From an optimization exercise on the open Yosys and OpenROAD flow, aimed at small area, a short achievable clock period and few clock cycles; shortcuts taken in it are not production practice. Where RTL was checked, it was by simulation tests only, not by an equivalence proof against the original. Power and IR drop assume default switching activity.

==> inputs of run a <==
## conv_acc
module conv_acc(
    input         clk,
    input         rst_n,
    input         in_valid,
    input  [31:0] in_data,
    output        in_ready,
    output        out_valid,
    output [19:0] out_data
);
export LEC_CHECK = 0
export ABC_AREA = 1
export CAP_MARGIN = 20
export CORE_MARGIN = 2
export CORE_UTILIZATION = 65
export PLACE_DENSITY = 0.72
export SLEW_MARGIN = 20
export SYNTH_HIERARCHICAL = 1
export SYNTH_MINIMUM_KEEP_SIZE = 0
create_clock -name core_clock -period 9.0 [get_ports {clk}]
standard.sh (not shown) runs the stock make flow with config.mk's settings and CLKGATE_MAP_FILE= SYNTH_SCRIPT=/design/flow/synth_recipe.tcl, a recipe that flattens the netlist after the stock synthesis.
==> flow/flow/run.sh <==
#!/bin/bash
set -euo pipefail
export SETUP_SLACK_MARGIN=5.8
bash standard.sh > standard.log 2>&1
==> run b (differences from run a) <==
CTS_CLUSTER_DIAMETER = 100   (was not set)
CTS_CLUSTER_SIZE = 30   (was not set)
==> run c (differences from run a) <==
--- a/flow/design.v
+++ b/flow/design.v
@@ -12,33 +12,34 @@
 localparam M_W = 2'd0, M_ING = 2'd1, M_FL = 2'd2;
 reg       started;   
 reg       wph;       
 reg [1:0] phase;
 reg [4:0] col;
 reg [4:0] row;
-reg [4:0] rot;
+reg [5:0] rot;       
 reg       fl;        
 reg [4:0] fpos;
 reg       rdy;       
 reg       canr;      
 wire take = in_valid & canr;
 wire adv  = take | (fl & ~started);
-function [26:0] nxt;
+function [27:0] nxt;
     input       v;
     input       started;
     input       wph;
     input [1:0] phase;
     input [4:0] col;
     input [4:0] row;
-    input [4:0] rot;
+    input [5:0] rot;
     input       fl;
     input [4:0] fpos;
     input       canr;
     reg st_n, wph_n, fl_n;
     reg [1:0] phase_n;
-    reg [4:0] col_n, row_n, rot_n, fpos_n;
+    reg [4:0] col_n, row_n, fpos_n;
+    reg [5:0] rot_n;
     reg t, a;
     begin
         t = v & canr;
         a = t | (fl & ~started);
         st_n    = started;
         wph_n   = wph;
@@ -46,15 +47,15 @@
         col_n   = col;
         row_n   = row;
         rot_n   = rot;
         fl_n    = fl;
         fpos_n  = fpos;
         if (a)
-            rot_n = 5'd0;
+            rot_n = 6'd0;
         else if (started)
-            rot_n = (rot == 5'd27) ? 5'd0 : rot + 5'd1;
+            rot_n = (rot == 6'd57) ? 6'd0 : rot + 6'd1;
         if (a && fl) begin
             fpos_n = fpos + 5'd1;
             if (fpos == 5'd28) fl_n = 1'b0;
         end
         if (t) begin
             st_n    = 1'b1;
@@ -76,60 +77,63 @@
                     fl_n   = 1'b1;
                     fpos_n = 5'd0;
                 end
             end
         end
         nxt = {st_n, wph_n, phase_n, col_n, row_n, rot_n, fl_n, fpos_n,
-               (~st_n | (rot_n == 5'd0)) & ((phase_n == 2'd3) | (wph_n & (col_n == 5'd8))),
-               ~st_n | (rot_n == 5'd0)};
+               (~st_n | (rot_n == 6'd0)) & ((phase_n == 2'd3) | (wph_n & (col_n == 5'd8))),
+               ~st_n | (rot_n == 6'd0)};
     end
 endfunction
-wire [26:0] nx1 = nxt(1'b1, started, wph, phase, col, row, rot, fl, fpos, canr);
-wire [26:0] nx0 = nxt(1'b0, started, wph, phase, col, row, rot, fl, fpos, canr);
-wire [26:0] nx  = in_valid ? nx1 : nx0;
+wire [27:0] nx1 = nxt(1'b1, started, wph, phase, col, row, rot, fl, fpos, canr);
+wire [27:0] nx0 = nxt(1'b0, started, wph, phase, col, row, rot, fl, fpos, canr);
+wire [27:0] nx  = in_valid ? nx1 : nx0;
 always @(posedge clk or negedge rst_n) begin
     if (!rst_n) begin
-        {started, wph, phase, col, row, rot, fl, fpos, rdy, canr} <= {1'b0, 1'b1, 24'd0, 1'b1};
+        {started, wph, phase, col, row, rot, fl, fpos, rdy, canr} <= {1'b0, 1'b1, 25'd0, 1'b1};
     end else begin
         {started, wph, phase, col, row, rot, fl, fpos, rdy, canr} <= nx;
     end
 end
 assign in_ready = rdy;
 wire [7:0] byte_in = in_data[8*phase +: 8];
 reg  [7:0] ry [0:27];
 reg  [7:0] rx [0:27];
 reg  [7:0] t1, t2;
 integer q;
 always @(posedge clk) begin
-    ry[0] <= adv ? byte_in : ry[27];
-    rx[0] <= adv ? ry[27]  : rx[27];
+    ry[0] <= adv ? byte_in : t2;
+    rx[0] <= ry[27];
     for (q = 1; q < 28; q = q + 1) begin
         ry[q] <= ry[q-1];
         rx[q] <= rx[q-1];
     end
     t1 <= rx[27];
     t2 <= t1;
 end
-reg v1, top1, bot1, cm0_1, cm2_1, ov1, wl1;
+reg top1, bot1, cm0_1, cm2_1, ov1, wl1;
 wire pix = take & ~wph;         
 always @(posedge clk or negedge rst_n) begin
     if (!rst_n) begin
-        v1  <= 1'b0;
         ov1 <= 1'b0;
         wl1 <= 1'b0;
     end else begin
-        v1  <= adv;
         ov1 <= adv & (fl | (pix & ((col != 5'd0) ? (row >= 5'd1) : (row >= 5'd2))));
         wl1 <= pix & (row == 5'd0) & (col == 5'd20);
     end
 end
+wire [3:0] fl_now = {~fl & (row <= 5'd1), fl,
+                     fl ? (fpos == 5'd27) : (col == 5'd27),
+                     fl ? (fpos == 5'd0 || fpos == 5'd28) : (col == 5'd0)};
+reg  [3:0] h1, h2;
 always @(posedge clk) begin
-    top1  <= ~fl & (row <= 5'd1);
-    bot1  <= fl;
-    cm0_1 <= fl ? (fpos == 5'd27) : (col == 5'd27);
-    cm2_1 <= fl ? (fpos == 5'd0 || fpos == 5'd28) : (col == 5'd0);
+    if (adv) begin
+        h1 <= fl_now;
+        h2 <= h1;
+    end
+    {top1, bot1, cm0_1, cm2_1} <= adv ? fl_now : (rot == 6'd56) ? h2 : h1;
 end
 reg [7:0] k0, k1, k2, k3, k4, k5, k6, k7, k8;
 always @(posedge clk) begin
     if (wl1) begin
         k3 <= rx[1];
         k2 <= rx[0];
@@ -141,13 +145,13 @@
         k4 <= ry[22];
         k8 <= ry[21];
     end
 end
 reg [9:0] p3_0, p3_1, p3_2;      
 reg [8:0] en;                    
-reg v2, ov2;
+reg ov2;
 always @(posedge clk) begin
     p3_0 <= {2'b0, t1}    + {1'b0, t1, 1'b0};
     p3_1 <= {2'b0, rx[0]} + {1'b0, rx[0], 1'b0};
     p3_2 <= {2'b0, ry[0]} + {1'b0, ry[0], 1'b0};
     en[0] <= ~top1 & ~cm0_1;
     en[1] <= ~top1;
@@ -157,19 +161,14 @@
     en[5] <= ~cm2_1;
     en[6] <= ~bot1 & ~cm0_1;
     en[7] <= ~bot1;
     en[8] <= ~bot1 & ~cm2_1;
 end
 always @(posedge clk or negedge rst_n) begin
-    if (!rst_n) begin
-        v2 <= 1'b0;
-        ov2 <= 1'b0;
-    end else begin
-        v2  <= v1;
-        ov2 <= ov1;
-    end
+    if (!rst_n) ov2 <= 1'b0;
+    else        ov2 <= ov1;
 end
 wire [7:0] px0 = t2;        
 wire [7:0] px1 = rx[1];     
 wire [7:0] px2 = ry[1];     
 function [39:0] pp;    
     input [7:0] k;
@@ -197,16 +196,14 @@
 wire [39:0] pp_2_1 = pp(k7, en[7], px2, p3_2);
 wire [39:0] pp_2_2 = pp(k8, en[8], px2, p3_2);
 reg [3*W-1:0] r1;
 reg [4*W-1:0] r2;
 reg [4*W-1:0] o;
 always @(posedge clk) begin
-    if (v2) begin
-        r1 <= n0;
-        r2 <= n1;
-    end
+    r1 <= n0;
+    r2 <= n1;
     o <= n2;
 end
 reg        ov3, ov4;
 reg [W-1:0] res;
 always @(posedge clk or negedge rst_n) begin
     if (!rst_n) begin
==> flow/flow/run.sh (replaced) <==
#!/bin/bash
set -euo pipefail
export SETUP_SLACK_MARGIN=6.0
bash standard.sh > standard.log 2>&1
CTS_CLUSTER_DIAMETER = 100   (was not set)
CTS_CLUSTER_SIZE = 24   (was not set)
==> qor summary <==
metric	run b	run c	run a
Outcome	no timing/DRC/antenna violations	no timing/DRC/antenna violations	no timing/DRC/antenna violations
Endpoint with the worst hold slack	ry[16][4]$_DFF_P_	rx[11][7]$_DFF_P_	rx[16][4]$_DFF_P_
Pwr/cell area	361 mW/mm^2	300 mW/mm^2	384 mW/mm^2
Largest voltage drop on the vdd net	0.000365 V	0.000291 V	0.000398 V
Number of logic stages on the critical path including buffering	8	9	8
Flip-flop and latch count after synthesis	818	825	818
Iteration count of the initial detailed-routing pass	8	8	9
Number of nets in the layout	3723	3750	3768
Crit path capture	r1[28]$_DFFE_PP_	o[69]$_DFF_P_	r1[31]$_DFFE_PP_
Reg clk slew, reported paths	0.11 ns	0.10 ns	0.07 ns
Post-synthesis compound-gate area fraction	4.82%	5.26%	4.82%
Worst clock skew	0.0404 ns	0.0366 ns	0.0490 ns
Share of power burned in registers	40.1%	44.7%	36.5%
Chip height	235 microns	232 microns	235 microns
Worst Path Arrival	3.64 ns	3.68 ns	3.66 ns
Cell variety after synth	44	47	44
EDFF count, synth	189	80	189
Largest fanout of any net on the critical path	4	7	7
Number of buffers added for setup after CTS	12	60	29
Met2 layer wire length in the routed design	49.4 mm	46.5 mm	51.5 mm
Leakage power summed over all cells	16.3 nW	16.7 nW	17.0 nW
Final clock-cell share	3.13%	3.08%	6.69%
Mux cell area share after synthesis	0.0289%	0%	0.0289%
Count of standard-cell rows	84	83	84
Die span in x	235 microns	232 microns	235 microns
Global-route track usage on met1	46.4%	47.2%	48.2%
Testbench counts of run a, summed over its fixed seeds: cycles 19,296.
Testbench counts of run b, summed over its fixed seeds: cycles 19,296.
Testbench counts of run c, summed over its fixed seeds: cycles 19,296.


==> inputs of violet <==
Another version of the RTL of conv_acc (not shown whole).
Design conv_acc, start of the top module:
module conv_acc(
    input         clk,
    input         rst_n,
    input         in_valid,
    input  [31:0] in_data,
    output        in_ready,
    output        out_valid,
    output [19:0] out_data
);
==> flow/config.mk <==
export PLATFORM = sky130hd
export DESIGN_NAME = conv_acc
export DESIGN_NICKNAME = conv_acc
export VERILOG_FILES = /design/flow/design.v
export SDC_FILE = /design/flow/constraint.sdc
export NUM_CORES = 4
export LEC_CHECK = 0
export CAP_MARGIN = 20
export CORE_MARGIN = 2
export CORE_UTILIZATION = 65
export PLACE_DENSITY = 0.72
export SETUP_SLACK_MARGIN = 5
export SLEW_MARGIN = 20
==> flow/constraint.sdc <==
create_clock -name core_clock -period 9.0 [get_ports {clk}]
set_input_delay 1.8000 -clock core_clock [delete_from_list [all_inputs] [get_ports {clk}]]
set_output_delay 1.8000 -clock core_clock [all_outputs]
set_load 0.01 [all_outputs]
run.sh (not shown) runs the stock make flow with config.mk's settings and CLKGATE_MAP_FILE= SYNTH_SCRIPT=/design/flow/synth_recipe.tcl, a recipe that flattens the netlist after the stock synthesis.
Stock flow here: none of the scripts above is used.
==> delta: changes against violet <==
--- a/flow/config.mk
+++ b/flow/config.mk
@@ -7,7 +7,6 @@
 export LEC_CHECK = 0
 export CAP_MARGIN = 20
 export CORE_MARGIN = 2
-export CORE_UTILIZATION = 65
-export PLACE_DENSITY = 0.72
+export CORE_UTILIZATION = 40
 export SETUP_SLACK_MARGIN = 5
 export SLEW_MARGIN = 20
==> comparison table <==
	violet	delta
Result of the run	no timing/DRC/antenna violations	no timing/DRC/antenna violations
Leakage power total	17.8 nW	18.0 nW
Worst path setup slack after routing	5.19 ns	5.25 ns
Fraction of final layout cells with drive strength greater than 1	15.2%	15.8%
Final WL	107 mm	106 mm
Total vias in the final route	24100	23400
Worst voltage drop across the vdd grid	213 µV	256 µV
Portion of total power attributed to sequential cells	51.8%	49.3%
Main power group	sequential cells	the clock network
Inserted Diodes	5	4
Number of standard-cell rows in the floorplan	88	112
Met3 WL post-DR	11.9 mm	9.59 mm
Initial Util	65.8%	40.5%
Total clock network power	0.00347 W	0.00385 W
Nonclk buf count	94	105
Worst Max-Slew Pin Slew	1.20 ns	1.25 ns
Die boundary width	246 µm	312 µm
First-pass GRT wire length	160 mm	155 mm
Final core utilization	72.4%	45.8%
Tap cell count	765	1254
Sequential portion of the cell area	44.8%	43.6%
Clock latency on the worst-skew pair	0.67 ns	0.70 ns
Max-slew headroom at the worst pin	19.9%	16.2%
Hold path start	ry[15][5]	rx[25][2]
Power density relative to cell area	175 nW/µm²	180 nW/µm²
No functional check of the RTL was part of any run of this note.


==> run Y <==
conv_acc with an RTL version that a note above also has.
==> flow/design.v (excerpt) <==
module conv_acc(
    input         clk,
    input         rst_n,
    input         in_valid,
    input  [31:0] in_data,
    output        in_ready,
    output        out_valid,
    output [19:0] out_data
);
localparam W = 20;
localparam M_W = 2'd0, M_ING = 2'd1, M_FL = 2'd2;
reg       started;   
reg       wph;       
reg [1:0] phase;
reg [4:0] col;
reg [4:0] row;
reg [4:0] rot;
reg       fl;        
reg [4:0] fpos;
reg       rdy;       
reg       canr;      
wire take = in_valid & canr;
wire adv  = take | (fl & ~started);
function [26:0] nxt;
    input       v;
    input       started;
    input       wph;
    input [1:0] phase;
    input [4:0] col;
    input [4:0] row;
    input [4:0] rot;
    input       fl;
    input [4:0] fpos;
    input       canr;
    reg st_n, wph_n, fl_n;
    reg [1:0] phase_n;
    reg [4:0] col_n, row_n, rot_n, fpos_n;
    reg t, a;
    begin
        t = v & canr;
        a = t | (fl & ~started);
        st_n    = started;
        wph_n   = wph;
        phase_n = phase;
        col_n   = col;
        row_n   = row;
        rot_n   = rot;
        fl_n    = fl;
        fpos_n  = fpos;
        if (a)
            rot_n = 5'd0;
        else if (started)
            rot_n = (rot == 5'd27) ? 5'd0 : rot + 5'd1;
        if (a && fl) begin
            fpos_n = fpos + 5'd1;
            if (fpos == 5'd28) fl_n = 1'b0;
        end
        if (t) begin
            st_n    = 1'b1;
            phase_n = phase + 2'd1;
            if (wph) begin
                col_n = col + 5'd1;
                if (col == 5'd8) begin
                    wph_n   = 1'b0;
                    phase_n = 2'd0;
                    col_n   = 5'd0;
                end
            end else begin
  ...
clock: 9.0 ns
lec_check: 0
abc_area: 1
cap_margin: 20
core_margin: 2
core_utilization: 65
cts_cluster_diameter: 60
cts_cluster_size: 30
place_density: 0.72
slew_margin: 20
synth_hierarchical: 1
synth_minimum_keep_size: 0
standard.sh (not shown) runs the stock make flow with config.mk's settings and CLKGATE_MAP_FILE= SYNTH_SCRIPT=/design/flow/synth_recipe.tcl, a recipe that flattens the netlist after the stock synthesis.
==> flow/flow/run.sh <==
#!/bin/bash
set -euo pipefail
export SETUP_SLACK_MARGIN=5.8
bash standard.sh > standard.log 2>&1
==> run E (differences from run Y) <==
--- a/flow/design.v
+++ b/flow/design.v
@@ -10,53 +10,54 @@
 );
 localparam W = 20;
 localparam M_W = 2'd0, M_ING = 2'd1, M_FL = 2'd2;
 reg       started;   
 reg       wph;       
 reg [1:0] phase;
 reg [4:0] col;
 reg [4:0] row;
-reg [4:0] rot;
+reg [5:0] rot;       
 reg       fl;        
 reg [4:0] fpos;
 reg       rdy;       
 reg       canr;      
 wire take = in_valid & canr;
 wire adv  = take | (fl & ~started);
-function [26:0] nxt;
+function [27:0] nxt;
     input       v;
     input       started;
     input       wph;
     input [1:0] phase;
     input [4:0] col;
     input [4:0] row;
-    input [4:0] rot;
+    input [5:0] rot;
     input       fl;
     input [4:0] fpos;
     input       canr;
     reg st_n, wph_n, fl_n;
     reg [1:0] phase_n;
-    reg [4:0] col_n, row_n, rot_n, fpos_n;
+    reg [4:0] col_n, row_n, fpos_n;
+    reg [5:0] rot_n;
     reg t, a;
     begin
         t = v & canr;
         a = t | (fl & ~started);
         st_n    = started;
         wph_n   = wph;
         phase_n = phase;
         col_n   = col;
         row_n   = row;
         rot_n   = rot;
         fl_n    = fl;
         fpos_n  = fpos;
         if (a)
-            rot_n = 5'd0;
+            rot_n = 6'd0;
         else if (started)
-            rot_n = (rot == 5'd27) ? 5'd0 : rot + 5'd1;
+            rot_n = (rot == 6'd57) ? 6'd0 : rot + 6'd1;
         if (a && fl) begin
             fpos_n = fpos + 5'd1;
             if (fpos == 5'd28) fl_n = 1'b0;
         end
         if (t) begin
             st_n    = 1'b1;
             phase_n = phase + 2'd1;
             if (wph) begin
@@ -74,64 +75,67 @@
                     wph_n  = 1'b1;
                     row_n  = 5'd0;
                     fl_n   = 1'b1;
                     fpos_n = 5'd0;
                 end
             end
         end
         nxt = {st_n, wph_n, phase_n, col_n, row_n, rot_n, fl_n, fpos_n,
-               (~st_n | (rot_n == 5'd0)) & ((phase_n == 2'd3) | (wph_n & (col_n == 5'd8))),
-               ~st_n | (rot_n == 5'd0)};
+               (~st_n | (rot_n == 6'd0)) & ((phase_n == 2'd3) | (wph_n & (col_n == 5'd8))),
+               ~st_n | (rot_n == 6'd0)};
     end
 endfunction
-wire [26:0] nx1 = nxt(1'b1, started, wph, phase, col, row, rot, fl, fpos, canr);
-wire [26:0] nx0 = nxt(1'b0, started, wph, phase, col, row, rot, fl, fpos, canr);
-wire [26:0] nx  = in_valid ? nx1 : nx0;
+wire [27:0] nx1 = nxt(1'b1, started, wph, phase, col, row, rot, fl, fpos, canr);
+wire [27:0] nx0 = nxt(1'b0, started, wph, phase, col, row, rot, fl, fpos, canr);
+wire [27:0] nx  = in_valid ? nx1 : nx0;
 always @(posedge clk or negedge rst_n) begin
     if (!rst_n) begin
-        {started, wph, phase, col, row, rot, fl, fpos, rdy, canr} <= {1'b0, 1'b1, 24'd0, 1'b1};
+        {started, wph, phase, col, row, rot, fl, fpos, rdy, canr} <= {1'b0, 1'b1, 25'd0, 1'b1};
     end else begin
         {started, wph, phase, col, row, rot, fl, fpos, rdy, canr} <= nx;
     end
 end
 assign in_ready = rdy;
 wire [7:0] byte_in = in_data[8*phase +: 8];
 reg  [7:0] ry [0:27];
 reg  [7:0] rx [0:27];
 reg  [7:0] t1, t2;
 integer q;
 always @(posedge clk) begin
-    ry[0] <= adv ? byte_in : ry[27];
-    rx[0] <= adv ? ry[27]  : rx[27];
+    ry[0] <= adv ? byte_in : t2;
+    rx[0] <= ry[27];
     for (q = 1; q < 28; q = q + 1) begin
         ry[q] <= ry[q-1];
         rx[q] <= rx[q-1];
     end
     t1 <= rx[27];
     t2 <= t1;
 end
-reg v1, top1, bot1, cm0_1, cm2_1, ov1, wl1;
+reg top1, bot1, cm0_1, cm2_1, ov1, wl1;
 wire pix = take & ~wph;         
 always @(posedge clk or negedge rst_n) begin
     if (!rst_n) begin
-        v1  <= 1'b0;
         ov1 <= 1'b0;
         wl1 <= 1'b0;
     end else begin
-        v1  <= adv;
         ov1 <= adv & (fl | (pix & ((col != 5'd0) ? (row >= 5'd1) : (row >= 5'd2))));
         wl1 <= pix & (row == 5'd0) & (col == 5'd20);
     end
 end
+wire [3:0] fl_now = {~fl & (row <= 5'd1), fl,
+                     fl ? (fpos == 5'd27) : (col == 5'd27),
+                     fl ? (fpos == 5'd0 || fpos == 5'd28) : (col == 5'd0)};
+reg  [3:0] h1, h2;
 always @(posedge clk) begin
-    top1  <= ~fl & (row <= 5'd1);
-    bot1  <= fl;
-    cm0_1 <= fl ? (fpos == 5'd27) : (col == 5'd27);
-    cm2_1 <= fl ? (fpos == 5'd0 || fpos == 5'd28) : (col == 5'd0);
+    if (adv) begin
+        h1 <= fl_now;
+        h2 <= h1;
+    end
+    {top1, bot1, cm0_1, cm2_1} <= adv ? fl_now : (rot == 6'd56) ? h2 : h1;
 end
 reg [7:0] k0, k1, k2, k3, k4, k5, k6, k7, k8;
 always @(posedge clk) begin
     if (wl1) begin
         k3 <= rx[1];
         k2 <= rx[0];
         k1 <= ry[27];
         k0 <= ry[26];
@@ -139,39 +143,34 @@
         k6 <= ry[24];
         k5 <= ry[23];
         k4 <= ry[22];
         k8 <= ry[21];
     end
 end
 reg [9:0] p3_0, p3_1, p3_2;      
 reg [8:0] en;                    
-reg v2, ov2;
+reg ov2;
 always @(posedge clk) begin
     p3_0 <= {2'b0, t1}    + {1'b0, t1, 1'b0};
     p3_1 <= {2'b0, rx[0]} + {1'b0, rx[0], 1'b0};
     p3_2 <= {2'b0, ry[0]} + {1'b0, ry[0], 1'b0};
     en[0] <= ~top1 & ~cm0_1;
     en[1] <= ~top1;
     en[2] <= ~top1 & ~cm2_1;
     en[3] <= ~cm0_1;
     en[4] <= 1'b1;
     en[5] <= ~cm2_1;
     en[6] <= ~bot1 & ~cm0_1;
     en[7] <= ~bot1;
     en[8] <= ~bot1 & ~cm2_1;
 end
 always @(posedge clk or negedge rst_n) begin
-    if (!rst_n) begin
-        v2 <= 1'b0;
-        ov2 <= 1'b0;
-    end else begin
-        v2  <= v1;
-        ov2 <= ov1;
-    end
+    if (!rst_n) ov2 <= 1'b0;
+    else        ov2 <= ov1;
 end
 wire [7:0] px0 = t2;        
 wire [7:0] px1 = rx[1];     
 wire [7:0] px2 = ry[1];     
 function [39:0] pp;    
     input [7:0] k;
     input       en;
     input [7:0] p;
@@ -195,20 +194,18 @@
 wire [39:0] pp_1_2 = pp(k5, en[5], px1, p3_1);
 wire [39:0] pp_2_0 = pp(k6, en[6], px2, p3_2);
 wire [39:0] pp_2_1 = pp(k7, en[7], px2, p3_2);
 wire [39:0] pp_2_2 = pp(k8, en[8], px2, p3_2);
 reg [3*W-1:0] r1;
 reg [4*W-1:0] r2;
 reg [4*W-1:0] o;
 always @(posedge clk) begin
-    if (v2) begin
-        r1 <= n0;
-        r2 <= n1;
-    end
+    r1 <= n0;
+    r2 <= n1;
     o <= n2;
 end
 reg        ov3, ov4;
 reg [W-1:0] res;
 always @(posedge clk or negedge rst_n) begin
     if (!rst_n) begin
         ov3 <= 1'b0;
         ov4 <= 1'b0;
==> flow/flow/run.sh (replaced) <==
#!/bin/bash
set -euo pipefail
export SETUP_SLACK_MARGIN=5.8
export BUFFER_PORTS_ARGS="-buffer_cell sky130_fd_sc_hd__buf_2"
bash standard.sh > standard.log 2>&1
- CTS_CLUSTER_DIAMETER: 60 -> 100
- CTS_CLUSTER_SIZE: 30 -> 24
==> comparison table <==
	run Y	run E
Crit-path most repeated cell	sky130_fd_sc_hd__fa_2	sky130_fd_sc_hd__fa_1
Final instance area	39200 um2	36400 um2
Status	no timing/DRC/antenna violations	no timing/DRC/antenna violations
Number of global-route vias before repair	24.8k	23.5k
Initial cell density of the core	65.7%	65.7%
Number of multi-input combinational cells in the layout	2072	2065
Wire length of the first global-routing pass	159000 um	145000 um
Synthesis-to-layout area growth	13.3%	8.14%
Met3 Resource Use GR	11.3%	7.13%
Headroom to the max-slew limit	20.6%	26.6%
Clock buffer count from CTS	48	40
Slowest cell on crit path	sky130_fd_sc_hd__edfxtp_1	sky130_fd_sc_hd__fa_1
Final Power	14500 uW	11100 uW
Cell count of the worst reg-to-reg path	9	8
Fraction of standard cell area that is sequential	47.1%	48.1%
Power Density	370 nW/um2	305 nW/um2
Ys async rst share	4.16%	4.00%
Delay of the slowest cell on the worst path	0.59 ns	0.54 ns
Cells after Synth	3153	3156
Data arrival time of the critical path	3.66 ns	3.67 ns
Compound-gate portion of the synthesized area	4.82%	5.26%
Core box area	52700 um2	51300 um2
Testbench counts of run Y, summed over its fixed seeds: cycles 19,296.
Testbench counts of run E, summed over its fixed seeds: cycles 19,296.

==> re-timing with driven ports <==
Ports are ideal in the flow. The routed layouts listed here were re-timed in OpenROAD. Step 1 (the two cells are an assumption about what drives the block):
set clk [get_ports {clk}]
set_driving_cell -lib_cell sky130_fd_sc_hd__clkbuf_16 $clk
set_driving_cell -lib_cell sky130_fd_sc_hd__buf_2 [delete_from_list [all_inputs] $clk]
Step 2 times the ports against the registers' clock, not the clock port: input delays grow and output delays shrink by t, the midpoint of the rising clock arrivals with the driver on. Three values: ideal, step 1, step 2; two values: the first two.
run	shift t [ns]	setup slack, ns	worst hold slack (ns)	clock arrival spread, ns	worst register clock-pin slew, ns
run a	0.726	5.750 / 5.750 / 5.319	0.306 / 0.306 / 0.306	0.049 / 0.049	0.07 / 0.07
run b	0.671	5.742 / 5.742 / 5.369	0.326 / 0.326 / 0.326	0.041 / 0.041	0.12 / 0.12
run c	0.664	5.814 / 5.814 / 5.766	0.321 / 0.321 / 0.321	0.038 / 0.038	0.11 / 0.11
violet	0.718	5.194 / 5.194 / 5.194	0.322 / 0.322 / 0.322	0.054 / 0.054	0.07 / 0.07
delta	0.736	5.252 / 5.252 / 5.252	0.313 / 0.313 / 0.313	0.061 / 0.061	0.07 / 0.07
run Y	0.700	5.723 / 5.723 / 5.383	0.312 / 0.312 / 0.312	0.050 / 0.050	0.11 / 0.11
run E	0.658	5.809 / 5.809 / 5.809	0.317 / 0.317 / 0.317	0.035 / 0.034	0.11 / 0.11
After both steps every run listed still meets setup and hold. The setup slack of run a, which loses most, moves by 0.000 ns with the drivers and by -0.431 ns with both steps.
